This is an optimization exercise on Yosys and OpenROAD, whose aim is small area and a short achievable clock period, not a production implementation. Only simulation tests tie the RTL to the original design; equivalence was not proved. No activity file was given, so power comes from the tool's default toggle rates.

==> flow/design.v <==
module hashed_global_branch_predictor #(
    parameter GHR_WIDTH = 8,
    parameter HASH_KEY  = 8'b10111010   
)(
    input  wire              clk,
    input  wire              rst,
    input  wire              predict_request,
    output wire              predicted_taken,
    input  wire              update_enable,
    input  wire              actual_taken
);
    localparam N = 1 << GHR_WIDTH;
    reg  [GHR_WIDTH-1:0] ghr;
    reg  [N-1:0]         pn;       
    reg  [N-1:0]         h;        
    reg                  pred_q;   
    wire [GHR_WIDTH-1:0] index = ghr ^ HASH_KEY;
    assign predicted_taken = predict_request & pred_q;
    wire new_h = ~(pred_q ^ actual_taken);
    wire [15:0] row = rst ? 16'hffff : (16'd1 << index[7:4]);
    wire [15:0] col = rst ? 16'hffff :
                      update_enable ? (16'd1 << index[3:0]) : 16'd0;
    wire wr_pn = ~actual_taken & ~rst;
    wire wr_h  = new_h & ~rst;
    genvar i;
    generate
        for (i = 0; i < N; i = i + 1) begin : g_entry
            wire sel  = row[i >> 4] & col[i & 15];
            wire selp = sel & (~h[i] | rst);
            always @(posedge clk) begin
                if (rst) begin
                    pn[i] <= 1'b0;
                    h[i]  <= 1'b0;
                end else begin
                    if (selp) pn[i] <= wr_pn;
                    if (sel)  h[i]  <= wr_h;
                end
            end
        end
    endgenerate
    wire [GHR_WIDTH-2:0] pair = ghr[GHR_WIDTH-2:0] ^ HASH_KEY[GHR_WIDTH-1:1];
    wire [N/2-1:0] pn_even, pn_odd;
    generate
        for (i = 0; i < N/2; i = i + 1) begin : g_pair
            assign pn_even[i] = pn[2*i];
            assign pn_odd[i]  = pn[2*i+1];
        end
    endgenerate
    wire rd_even = ~pn_even[pair];
    wire rd_odd  = ~pn_odd[pair];
    wire rd_p    = (actual_taken ^ HASH_KEY[0]) ? rd_odd : rd_even;
    wire same = (ghr[GHR_WIDTH-2:0] == ghr[GHR_WIDTH-1:1]) &&
                (actual_taken == ghr[0]);
    wire h_same = ghr[0] ? h[~HASH_KEY] : h[HASH_KEY];
    wire new_p  = h_same ? pred_q : actual_taken;
    always @(posedge clk or posedge rst) begin
        if (rst) begin
            ghr    <= 0;
            pred_q <= 1'b1;
        end else if (update_enable) begin
            ghr    <= {ghr[GHR_WIDTH-2:0], actual_taken};
            pred_q <= same ? new_p : rd_p;
        end
    end
endmodule
clock: 6.0 ns
lec_check: 0
cap_margin: 20
core_margin: 2
core_utilization: 40
cts_cluster_diameter: 100
cts_cluster_size: 25
setup_slack_margin: 3.3
slew_margin: 20
run.sh (not shown) runs the stock make flow with config.mk's settings and CLKGATE_MAP_FILE= SYNTH_SCRIPT=/design/flow/synth_recipe.tcl, a recipe that flattens the netlist after the stock synthesis.
Change:
==> flow/design.v (replaced) <==
module hashed_global_branch_predictor #(
    parameter GHR_WIDTH = 8,
    parameter HASH_KEY  = 8'b10111010   
)(
    input  wire              clk,
    input  wire              rst,
    input  wire              predict_request,
    output wire              predicted_taken,
    input  wire              update_enable,
    input  wire              actual_taken
);
    localparam N = 1 << GHR_WIDTH;
    reg  [GHR_WIDTH-1:0] ghr;
    reg  [N-1:0]         pn;       
    reg  [N-1:0]         h;        
    reg                  pred_q;   
    reg                  cur_h;    
    wire [GHR_WIDTH-1:0] index = ghr ^ HASH_KEY;
    assign predicted_taken = predict_request & pred_q;
    wire upd_p = cur_h ? pred_q : actual_taken;
    wire upd_h = ~(pred_q ^ actual_taken);
    wire [15:0] row = rst ? 16'hffff : (16'd1 << index[7:4]);
    wire [15:0] col = rst ? 16'hffff : (16'd1 << index[3:0]);
    wire wr_pn = ~rst & ~(update_enable ? upd_p : pred_q);
    wire wr_h  = ~rst &  (update_enable ? upd_h : cur_h);
    genvar i;
    generate
        for (i = 0; i < N; i = i + 1) begin : g_entry
            wire sel = row[i >> 4] & col[i & 15];
            always @(posedge clk) begin
                if (rst) begin
                    pn[i] <= 1'b0;
                    h[i]  <= 1'b0;
                end else if (sel) begin
                    pn[i] <= wr_pn;
                    h[i]  <= wr_h;
                end
            end
        end
    endgenerate
    wire [GHR_WIDTH-2:0] pair = ghr[GHR_WIDTH-2:0] ^ HASH_KEY[GHR_WIDTH-1:1];
    wire [N/2-1:0] pn_even, pn_odd, h_even, h_odd;
    generate
        for (i = 0; i < N/2; i = i + 1) begin : g_pair
            assign pn_even[i] = pn[2*i];
            assign pn_odd[i]  = pn[2*i+1];
            assign h_even[i]  = h[2*i];
            assign h_odd[i]   = h[2*i+1];
        end
    endgenerate
    wire rd_odd = actual_taken ^ HASH_KEY[0];
    wire rd_p   = rd_odd ? ~pn_odd[pair] : ~pn_even[pair];
    wire rd_h   = rd_odd ?  h_odd[pair]  :  h_even[pair];
    wire same = (ghr[GHR_WIDTH-2:0] == ghr[GHR_WIDTH-1:1]) &&
                (actual_taken == ghr[0]);
    always @(posedge clk or posedge rst) begin
        if (rst) begin
            ghr    <= 0;
            pred_q <= 1'b1;
            cur_h  <= 1'b0;
        end else if (update_enable) begin
            ghr    <= {ghr[GHR_WIDTH-2:0], actual_taken};
            pred_q <= same ? upd_p : rd_p;
            cur_h  <= same ? upd_h : rd_h;
        end
    end
endmodule
=> The new run ran to the end with no violations; total power climbs by about 23%; first-iteration DRC count climbs by 9.2%; die area drops by about 0.46%; worst setup slack gets worse by 140 ps; routed wire length climbs by 17%; cell count drops by 2.4%; critical path depth climbs by 6; design area climbs by 3.8%; area after synthesis drops by 0.47%.

== job 8986 ==
hashed_global_branch_predictor, a different RTL version from the one above (not shown whole).
For scale: roughly 1300 cells after synthesis, ~520 flip-flops, ~6 I/O pins, ~22000 µm² of cells after synthesis.
==> module hashed_global_branch_predictor, before the edit <==
module hashed_global_branch_predictor #(
    parameter GHR_WIDTH = 8,
    parameter HASH_KEY  = 8'b10111010   
)(
    input  wire              clk,
    input  wire              rst,
    input  wire              predict_request,
    output wire              predicted_taken,
    input  wire              update_enable,
    input  wire              actual_taken
);
    localparam N = 1 << GHR_WIDTH;
    reg  [GHR_WIDTH-1:0] ghr;
    reg  [N-1:0]         pn;       
    reg  [N-1:0]         h;        
    reg                  pred_q;   
    wire [GHR_WIDTH-1:0] index = ghr ^ HASH_KEY;
    assign predicted_taken = predict_request & pred_q;
    wire cur_h = h[index];
    wire upd_p = cur_h ? pred_q : actual_taken;
    wire upd_h = ~(pred_q ^ actual_taken);
    wire [15:0] row = rst ? 16'hffff : (16'd1 << index[7:4]);
    wire [15:0] col = rst ? 16'hffff : (16'd1 << index[3:0]);
    wire wr_pn = ~rst & ~(update_enable ? upd_p : pred_q);
    wire wr_h  = ~rst &  (update_enable ? upd_h : cur_h);
    genvar i;
    generate
        for (i = 0; i < N; i = i + 1) begin : g_entry
            wire sel = row[i >> 4] & col[i & 15];
            always @(posedge clk) begin
                if (sel) begin
                    pn[i] <= wr_pn;
                    h[i]  <= wr_h;
                end
            end
        end
    endgenerate
    wire [GHR_WIDTH-2:0] pair = ghr[GHR_WIDTH-2:0] ^ HASH_KEY[GHR_WIDTH-1:1];
    wire [N/2-1:0] pn_even, pn_odd;
    generate
        for (i = 0; i < N/2; i = i + 1) begin : g_pair
            assign pn_even[i] = pn[2*i];
            assign pn_odd[i]  = pn[2*i+1];
        end
    endgenerate
    wire rd_even = ~pn_even[pair];
    wire rd_odd  = ~pn_odd[pair];
    wire rd_p    = (actual_taken ^ HASH_KEY[0]) ? rd_odd : rd_even;
    wire same = (ghr[GHR_WIDTH-2:0] == ghr[GHR_WIDTH-1:1]) &&
                (actual_taken == ghr[0]);
    always @(posedge clk or posedge rst) begin
        if (rst) begin
            ghr    <= 0;
            pred_q <= 1'b1;
        end else if (update_enable) begin
            ghr    <= {ghr[GHR_WIDTH-2:0], actual_taken};
            pred_q <= same ? upd_p : rd_p;
        end
    end
endmodule
Settings: LEC_CHECK=0, CAP_MARGIN=20, CORE_MARGIN=2, CORE_UTILIZATION=40, SETUP_SLACK_MARGIN=3.3, SLEW_MARGIN=20; clock period 6.0 ns.
#### Input delta (job 5496 over job 8986)
==> flow/design.v <==
module hashed_global_branch_predictor #(
    parameter GHR_WIDTH = 8,
    parameter HASH_KEY  = 8'b10111010   
)(
    input  wire              clk,
    input  wire              rst,
    input  wire              predict_request,
    output wire              predicted_taken,
    input  wire              update_enable,
    input  wire              actual_taken
);
    localparam N = 1 << GHR_WIDTH;
    reg  [GHR_WIDTH-1:0] ghr;
    reg  [N-1:0]         pn;       
    reg  [N-1:0]         h;        
    reg                  pred_q;   
    reg                  cur_h;    
    wire [GHR_WIDTH-1:0] index = ghr ^ HASH_KEY;
    assign predicted_taken = predict_request & pred_q;
    wire upd_p = cur_h ? pred_q : actual_taken;
    wire upd_h = ~(pred_q ^ actual_taken);
    wire [15:0] row = rst ? 16'hffff : (16'd1 << index[7:4]);
    wire [15:0] col = rst ? 16'hffff : (16'd1 << index[3:0]);
    wire wr_pn = ~rst & ~(update_enable ? upd_p : pred_q);
    wire wr_h  = ~rst &  (update_enable ? upd_h : cur_h);
    genvar i;
    generate
        for (i = 0; i < N; i = i + 1) begin : g_entry
            wire sel = row[i >> 4] & col[i & 15];
            always @(posedge clk) begin
                if (sel) begin
                    pn[i] <= wr_pn;
                    h[i]  <= wr_h;
                end
            end
        end
    endgenerate
    wire [GHR_WIDTH-2:0] pair = ghr[GHR_WIDTH-2:0] ^ HASH_KEY[GHR_WIDTH-1:1];
    wire [N/2-1:0] pn_even, pn_odd, h_even, h_odd;
    generate
        for (i = 0; i < N/2; i = i + 1) begin : g_pair
            assign pn_even[i] = pn[2*i];
            assign pn_odd[i]  = pn[2*i+1];
            assign h_even[i]  = h[2*i];
            assign h_odd[i]   = h[2*i+1];
        end
    endgenerate
    wire rd_odd = actual_taken ^ HASH_KEY[0];
    wire rd_p   = rd_odd ? ~pn_odd[pair] : ~pn_even[pair];
    wire rd_h   = rd_odd ?  h_odd[pair]  :  h_even[pair];
    wire same = (ghr[GHR_WIDTH-2:0] == ghr[GHR_WIDTH-1:1]) &&
                (actual_taken == ghr[0]);
    always @(posedge clk or posedge rst) begin
        if (rst) begin
            ghr    <= 0;
            pred_q <= 1'b1;
            cur_h  <= 1'b0;
        end else if (update_enable) begin
            ghr    <= {ghr[GHR_WIDTH-2:0], actual_taken};
            pred_q <= same ? upd_p : rd_p;
            cur_h  <= same ? upd_h : rd_h;
        end
    end
endmodule
Findings:
Job 8986 consumes more power than job 5496. Going from job 8986 to job 5496, synthesized-area fraction occupied by and/or/nand/nor cells shrank by 0.17 points; multi-input gate share of total cell area dropped 0.24 points; number of non-filler instances in the completed layout shrank by about 7%; data arrival time of the critical path went down by 0.81 ns; area after synthesis now smaller. Job 5496 ends up with a number of gates on the worst path with buffers counted that is 6 lower than in job 8986.

## separate check: timing with driven ports
The flow's constraints put no driver on any port. The routed layouts listed below were extracted and timed again, unchanged, in two steps.
Step 1 (the two cells are an assumption about what drives the block):
set clk [get_ports {clk}]
set_driving_cell -lib_cell sky130_fd_sc_hd__clkbuf_16 $clk
set_driving_cell -lib_cell sky130_fd_sc_hd__buf_2 [delete_from_list [all_inputs] $clk]
Step 2 moves the port delays by t, midway between the first and last clock arrival at a register: inputs arrive t later, outputs are due t later. That takes back most of the time a late clock gives input paths.
a / b / c = ideal ports / drivers / drivers and shift; a / b = the first two.
run	shift t [ns]	setup slack, ns	worst setup path after step 2	clock arrival spread, ns	worst register clock-pin slew, ns
the first run of note 1	0.635	3.280 / 3.249 / 2.620	input to register	0.017 / 0.017	0.11 / 0.11
the second run of note 1	0.633	3.143 / 3.010 / 2.376	input to register	0.027 / 0.027	0.11 / 0.11
job 8986	0.666	2.162 / 2.162 / 2.162	register to register	0.040 / 0.040	0.07 / 0.07
job 5496	0.649	3.196 / 3.191 / 2.543	input to register	0.023 / 0.023	0.06 / 0.06
After both steps setup and hold are still met in every run listed. For the second run of note 1, which loses most, drivers alone change the setup slack by -0.133 ns; drivers and shift together by -0.767 ns.
